From an optimization exercise on the open Yosys and OpenROAD flow, aimed at small area; shortcuts taken in it are not production practice. Function was checked by simulation only, so behaviour that the tests miss may differ from the original. Power is estimated from default activity; no workload was simulated.

==> branch cedar <==
==> flow/design.v <==
`timescale 1ns / 1ps
module sliding_window #(
    parameter int DATA_WIDTH = 8,
    parameter int IMG_WIDTH  = 28,
    parameter int DEPTH      = 2*IMG_WIDTH
)(
    input  logic                              clk,
    input  logic                              rst_n,
    input  logic                              i_valid,
    input  logic [DATA_WIDTH-1:0]             i_data,
    output logic                              o_ready,    
    output logic [DEPTH-1:0][DATA_WIDTH-1:0]  o_hist
);
    logic [DEPTH-1:0][DATA_WIDTH-1:0] hist;
    logic [4:0] x_cnt;       
    logic [1:0] y_cnt;       
    always_ff @(posedge clk) begin
        if (i_valid)
            hist <= {hist[DEPTH-2:0], i_data};
    end
    wire x_last = x_cnt[4] & x_cnt[3] & x_cnt[1] & x_cnt[0];    
    always_ff @(posedge clk or negedge rst_n) begin
        if (!rst_n) begin
            x_cnt <= '0;
            y_cnt <= '0;
        end else if (i_valid) begin
            if (x_last) begin
                x_cnt <= '0;
                if (!y_cnt[1]) y_cnt <= y_cnt + 2'd1;
            end else begin
                x_cnt <= x_cnt + 5'd1;
            end
        end
    end
    assign o_ready = y_cnt[1] & (x_cnt[4] | x_cnt[3] | x_cnt[2] | x_cnt[1]);
    assign o_hist  = hist;
endmodule
`timescale 1ns / 1ps
module conv_mac #(
    parameter int DATA_WIDTH = 8,
    parameter int IMG_WIDTH  = 28,
    parameter int DEPTH      = 2*IMG_WIDTH
)(
    input  logic                              clk,
    input  logic                              rst_n,
    input  logic                              i_beat,    
    input  logic                              i_valid,   
    input  logic [DATA_WIDTH-1:0]             i_px,
    input  logic [DEPTH-1:0][DATA_WIDTH-1:0]  i_hist,    
    output logic                              o_valid,
    output logic [11:0]                       o_result
);
    localparam int W = IMG_WIDTH;
    logic [7:0] p56, m0, m2, cn;
    assign p56 = i_hist[2*W-1];      
    assign m0  = i_hist[W-1];        
    assign m2  = i_hist[W+1];        
    assign cn  = ~i_hist[W];         
    logic [8:0] t0, t1, t2;
    assign t0 = 9'(i_px) + 9'(p56);
    always_ff @(posedge clk)
        if (i_beat) begin
            t1 <= t0;
            t2 <= t1;
        end
    wire c_1 = i_px[0] ^ p56[0];
    wire c_2 = i_px[0] & p56[0];
    wire c_3 = i_px[1] ^ p56[1] ^ t1[1];
    wire c_4 = (i_px[1] & p56[1]) | (i_px[1] & t1[1]) | (p56[1] & t1[1]);
    wire c_5 = i_px[2] ^ p56[2] ^ t1[2];
    wire c_6 = (i_px[2] & p56[2]) | (i_px[2] & t1[2]) | (p56[2] & t1[2]);
    wire c_7 = i_px[3] ^ p56[3] ^ t1[3];
    wire c_8 = (i_px[3] & p56[3]) | (i_px[3] & t1[3]) | (p56[3] & t1[3]);
    wire c_9 = i_px[4] ^ p56[4] ^ t1[4];
    wire c_10 = (i_px[4] & p56[4]) | (i_px[4] & t1[4]) | (p56[4] & t1[4]);
    wire c_11 = i_px[5] ^ p56[5] ^ t1[5];
    wire c_12 = (i_px[5] & p56[5]) | (i_px[5] & t1[5]) | (p56[5] & t1[5]);
    wire c_13 = i_px[6] ^ p56[6] ^ t1[6];
    wire c_14 = (i_px[6] & p56[6]) | (i_px[6] & t1[6]) | (p56[6] & t1[6]);
    wire c_15 = i_px[7] ^ p56[7] ^ t1[7];
    wire c_16 = (i_px[7] & p56[7]) | (i_px[7] & t1[7]) | (p56[7] & t1[7]);
    wire c_17 = c_1 ^ t1[0] ^ t2[0];
    wire c_18 = (c_1 & t1[0]) | (c_1 & t2[0]) | (t1[0] & t2[0]);
    wire c_19 = c_3 ^ t2[1] ^ m0[1];
    wire c_20 = (c_3 & t2[1]) | (c_3 & m0[1]) | (t2[1] & m0[1]);
    wire c_21 = m2[1] ^ 1'b1;
    wire c_22 = m2[1] & 1'b1;
    wire c_23 = c_5 ^ t2[2] ^ m0[2];
    wire c_24 = (c_5 & t2[2]) | (c_5 & m0[2]) | (t2[2] & m0[2]);
    wire c_25 = m2[2] ^ 1'b1 ^ c_4;
    wire c_26 = (m2[2] & 1'b1) | (m2[2] & c_4) | (1'b1 & c_4);
    wire c_27 = c_7 ^ t2[3] ^ m0[3];
    wire c_28 = (c_7 & t2[3]) | (c_7 & m0[3]) | (t2[3] & m0[3]);
    wire c_29 = m2[3] ^ cn[0] ^ c_6;
    wire c_30 = (m2[3] & cn[0]) | (m2[3] & c_6) | (cn[0] & c_6);
    wire c_31 = c_9 ^ t2[4] ^ m0[4];
    wire c_32 = (c_9 & t2[4]) | (c_9 & m0[4]) | (t2[4] & m0[4]);
    wire c_33 = m2[4] ^ cn[1] ^ c_8;
    wire c_34 = (m2[4] & cn[1]) | (m2[4] & c_8) | (cn[1] & c_8);
    wire c_35 = c_11 ^ t2[5] ^ m0[5];
    wire c_36 = (c_11 & t2[5]) | (c_11 & m0[5]) | (t2[5] & m0[5]);
    wire c_37 = m2[5] ^ cn[2] ^ c_10;
    wire c_38 = (m2[5] & cn[2]) | (m2[5] & c_10) | (cn[2] & c_10);
    wire c_39 = c_13 ^ t2[6] ^ m0[6];
    wire c_40 = (c_13 & t2[6]) | (c_13 & m0[6]) | (t2[6] & m0[6]);
    wire c_41 = m2[6] ^ cn[3] ^ c_12;
    wire c_42 = (m2[6] & cn[3]) | (m2[6] & c_12) | (cn[3] & c_12);
    wire c_43 = c_15 ^ t2[7] ^ m0[7];
    wire c_44 = (c_15 & t2[7]) | (c_15 & m0[7]) | (t2[7] & m0[7]);
    wire c_45 = m2[7] ^ cn[4] ^ c_14;
    wire c_46 = (m2[7] & cn[4]) | (m2[7] & c_14) | (cn[4] & c_14);
    wire c_47 = t1[8] ^ t2[8] ^ cn[5];
    wire c_48 = (t1[8] & t2[8]) | (t1[8] & cn[5]) | (t2[8] & cn[5]);
    wire c_49 = c_17 ^ m0[0];
    wire c_50 = c_17 & m0[0];
    wire c_51 = c_19 ^ c_21 ^ c_2;
    wire c_52 = (c_19 & c_21) | (c_19 & c_2) | (c_21 & c_2);
    wire c_53 = c_23 ^ c_25 ^ c_20;
    wire c_54 = (c_23 & c_25) | (c_23 & c_20) | (c_25 & c_20);
    wire c_55 = c_27 ^ c_29 ^ c_24;
    wire c_56 = (c_27 & c_29) | (c_27 & c_24) | (c_29 & c_24);
    wire c_57 = c_31 ^ c_33 ^ c_28;
    wire c_58 = (c_31 & c_33) | (c_31 & c_28) | (c_33 & c_28);
    wire c_59 = c_35 ^ c_37 ^ c_32;
    wire c_60 = (c_35 & c_37) | (c_35 & c_32) | (c_37 & c_32);
    wire c_61 = c_39 ^ c_41 ^ c_36;
    wire c_62 = (c_39 & c_41) | (c_39 & c_36) | (c_41 & c_36);
    wire c_63 = c_43 ^ c_45 ^ c_40;
    wire c_64 = (c_43 & c_45) | (c_43 & c_40) | (c_45 & c_40);
    wire c_65 = c_47 ^ c_16 ^ c_44;
    wire c_66 = (c_47 & c_16) | (c_47 & c_44) | (c_16 & c_44);
    wire c_67 = c_49 ^ m2[0];
    wire c_68 = c_49 & m2[0];
    wire c_69 = c_51 ^ c_18 ^ c_50;
    wire c_70 = (c_51 & c_18) | (c_51 & c_50) | (c_18 & c_50);
    wire c_71 = c_53 ^ c_22 ^ c_52;
    wire c_72 = (c_53 & c_22) | (c_53 & c_52) | (c_22 & c_52);
    wire c_73 = c_55 ^ c_26 ^ c_54;
    wire c_74 = (c_55 & c_26) | (c_55 & c_54) | (c_26 & c_54);
    wire c_75 = c_57 ^ c_30 ^ c_56;
    wire c_76 = (c_57 & c_30) | (c_57 & c_56) | (c_30 & c_56);
    wire c_77 = c_59 ^ c_34 ^ c_58;
    wire c_78 = (c_59 & c_34) | (c_59 & c_58) | (c_34 & c_58);
    wire c_79 = c_61 ^ c_38 ^ c_60;
    wire c_80 = (c_61 & c_38) | (c_61 & c_60) | (c_38 & c_60);
    wire c_81 = c_63 ^ c_42 ^ c_62;
    wire c_82 = (c_63 & c_42) | (c_63 & c_62) | (c_42 & c_62);
    wire c_83 = c_65 ^ c_46 ^ c_64;
    wire c_84 = (c_65 & c_46) | (c_65 & c_64) | (c_46 & c_64);
    wire c_85 = cn[6] ^ c_48 ^ c_66;
    wire c_86 = (cn[6] & c_48) | (cn[6] & c_66) | (c_48 & c_66);
    logic [11:0] sum;
    assign sum = {1'b1, cn[7], c_85, c_83, c_81, c_79, c_77, c_75, c_73, c_71, c_69, c_67} + {1'b0, c_86, c_84, c_82, c_80, c_78, c_76, c_74, c_72, c_70, c_68, 1'b1};
    always_ff @(posedge clk)
        o_result <= ~sum;
    always_ff @(posedge clk or negedge rst_n)
        if (!rst_n) o_valid <= 1'b0;
        else        o_valid <= i_valid;
endmodule
`timescale 1ns / 1ps
module cnn_top #(
    parameter int DATA_WIDTH = 8,
    parameter int OUT_WIDTH  = 32,
    parameter int IMG_WIDTH  = 28
)(
    input  logic                   clk,
    input  logic                   rst_n,
    input  logic [DATA_WIDTH-1:0]  s_axis_tdata,
    input  logic                   s_axis_tvalid,
    output logic                   s_axis_tready,
    output logic [OUT_WIDTH-1:0]   m_axis_tdata,
    output logic                   m_axis_tvalid,
    input  logic                   m_axis_tready,
    output logic                   m_axis_tlast
);
    localparam int DEPTH = 2*IMG_WIDTH;
    logic                              win_ready;
    logic [DEPTH-1:0][DATA_WIDTH-1:0]  hist;
    logic [11:0]                       result;
    assign s_axis_tready = 1'b1;
    assign m_axis_tlast  = 1'b0;
    sliding_window #(
        .DATA_WIDTH(DATA_WIDTH),
        .IMG_WIDTH(IMG_WIDTH),
        .DEPTH(DEPTH)
    ) u_sliding_window (
        .clk(clk),
        .rst_n(rst_n),
        .i_valid(s_axis_tvalid),
        .i_data(s_axis_tdata),
        .o_ready(win_ready),
        .o_hist(hist)
    );
    conv_mac #(
        .DATA_WIDTH(DATA_WIDTH),
        .IMG_WIDTH(IMG_WIDTH),
        .DEPTH(DEPTH)
    ) u_conv_mac (
        .clk(clk),
        .rst_n(rst_n),
        .i_beat(s_axis_tvalid),
        .i_valid(s_axis_tvalid & win_ready),
        .i_px(s_axis_tdata),
        .i_hist(hist),
        .o_valid(m_axis_tvalid),
        .o_result(result)
    );
    assign m_axis_tdata = {{(OUT_WIDTH-12){result[11]}}, result};
endmodule
==> flow/flow/run.sh <==
#!/bin/bash
# Standard layout (standard.sh: the ORFS flow, synthesis unchanged), with
# clock tree synthesis told not to add dummy loads and the smallest buffer on
# the ports.
set -euo pipefail
export CTS_ARGS="-sink_clustering_enable -repair_clock_nets -buf_list sky130_fd_sc_hd__clkbuf_16 -sink_clustering_size 40 -sink_clustering_max_diameter 60 -dont_use_dummy_load"
export BUFFER_PORTS_ARGS="-buffer_cell sky130_fd_sc_hd__buf_1"
bash standard.sh > standard.log 2>&1
==> flow/standard.sh <==
#!/bin/bash
# synth_recipe.tcl (not shown) runs the flow's synth.tcl, then flattens the netlist and writes it again
# the make line also repeats each setting of config.mk as NAME=value (left out here)
make -C /OpenROAD-flow-scripts/flow DESIGN_CONFIG=/design/flow/config.mk WORK_HOME=/design/flow/orfs CLKGATE_MAP_FILE= SYNTH_SCRIPT=/design/flow/synth_recipe.tcl "${@:-finish}"
==> flow/config.mk <==
export PLATFORM = sky130hd
export DESIGN_NAME = cnn_top
export DESIGN_NICKNAME = cnn_top
export VERILOG_FILES = /design/flow/design.v
export SDC_FILE = /design/flow/constraint.sdc
export NUM_CORES = 4
export LEC_CHECK = 0
export CAP_MARGIN = 20
export CORE_MARGIN = 2
export CORE_UTILIZATION = 70
export CTS_BUF_LIST = sky130_fd_sc_hd__clkbuf_16
export CTS_CLUSTER_DIAMETER = 60
export CTS_CLUSTER_SIZE = 40
export SLEW_MARGIN = 20
==> flow/constraint.sdc <==
create_clock -name core_clock -period 5.5 [get_ports {clk}]
set_input_delay 1.1000 -clock core_clock [delete_from_list [all_inputs] [get_ports {clk}]]
set_output_delay 1.1000 -clock core_clock [all_outputs]
set_load 0.01 [all_outputs]
==> inputs of branch yarrow, as changes to branch cedar <==
==> flow/flow/run.sh (replaced) <==
#!/bin/bash
# Standard layout (standard.sh: the ORFS flow, synthesis unchanged), with
# clock tree synthesis told not to add dummy loads, the smallest buffer on the
# ports, and power recovery (downsizing off the critical paths) after routing.
set -euo pipefail
export CTS_ARGS="-sink_clustering_enable -repair_clock_nets -buf_list sky130_fd_sc_hd__clkbuf_8 -sink_clustering_size 20 -sink_clustering_max_diameter 50 -dont_use_dummy_load"
export BUFFER_PORTS_ARGS="-buffer_cell sky130_fd_sc_hd__buf_1"
export RECOVER_POWER=100
bash standard.sh > standard.log 2>&1
- CTS_BUF_LIST: sky130_fd_sc_hd__clkbuf_16 -> sky130_fd_sc_hd__clkbuf_8
- CTS_CLUSTER_DIAMETER: 60 -> 50
- CTS_CLUSTER_SIZE: 40 -> 20
==> impl_metrics.csv <==
group,metric,value,unit
routing,viasPerCell,5.43,
routing,drt_iter0_markers,398,
global_route,grt_pass1_vias,5733,
outcome,status,"complete, no violations",
final_layout,area_share_nonclk_buffers,1.57,%
pwr,p_int,5.86,mW
final_layout,clkCellAreaFrac,3.96,%
# the run above: branch cedar

==> impl_metrics.csv <==
group,metric,value,unit
outcome,so_faults,"capacitance limit, slew limit",
pwr,p_int,5.56,mW
outcome,status,"failed layout checks",
final_layout,clkCellAreaFrac,2.91,%
final_layout,area_share_nonclk_buffers,1.50,%
timing,drv_slew,55,
routing,viasPerCell,5.41,
global_route,grt_pass1_vias,5877,
run,drv_cap,1,
# the run above: branch yarrow

separate check: timing with driven ports:
The results above use ideal ports. As a check the final layouts listed here were re-extracted and re-timed, cells and wires unchanged. Step 1 sets driving cells, clkbuf_16 on the clock port and buf_2 on the other inputs (assumed; they add their load-dependent delay and slew). Step 2 adds t to the input delays and takes it off the output delays; t is the mean of the earliest and latest rising clock arrival at the registers after step 1. Input paths then give back, and output paths get back, about the clock's delay inside the block. Slacks: ideal ports / drivers / drivers and shift; pairs: ideal ports / drivers.
run | shift t [ns] | slack for setup (ns) | hold WS [ns] | clock arrival spread, ns | cell pins on the clock port's net
branch cedar | 0.584 | 1.043 / 1.063 / 0.479 | 0.381 / 0.381 / 0.381 | 0.058 / 0.058 | 1
branch yarrow | 0.550 | 0.867 / 0.886 / 0.335 | 0.361 / 0.361 / 0.361 | 0.085 / 0.085 | 1
The setup slack of branch cedar, which loses most, moves by +0.020 ns with the drivers and by -0.564 ns with both steps.
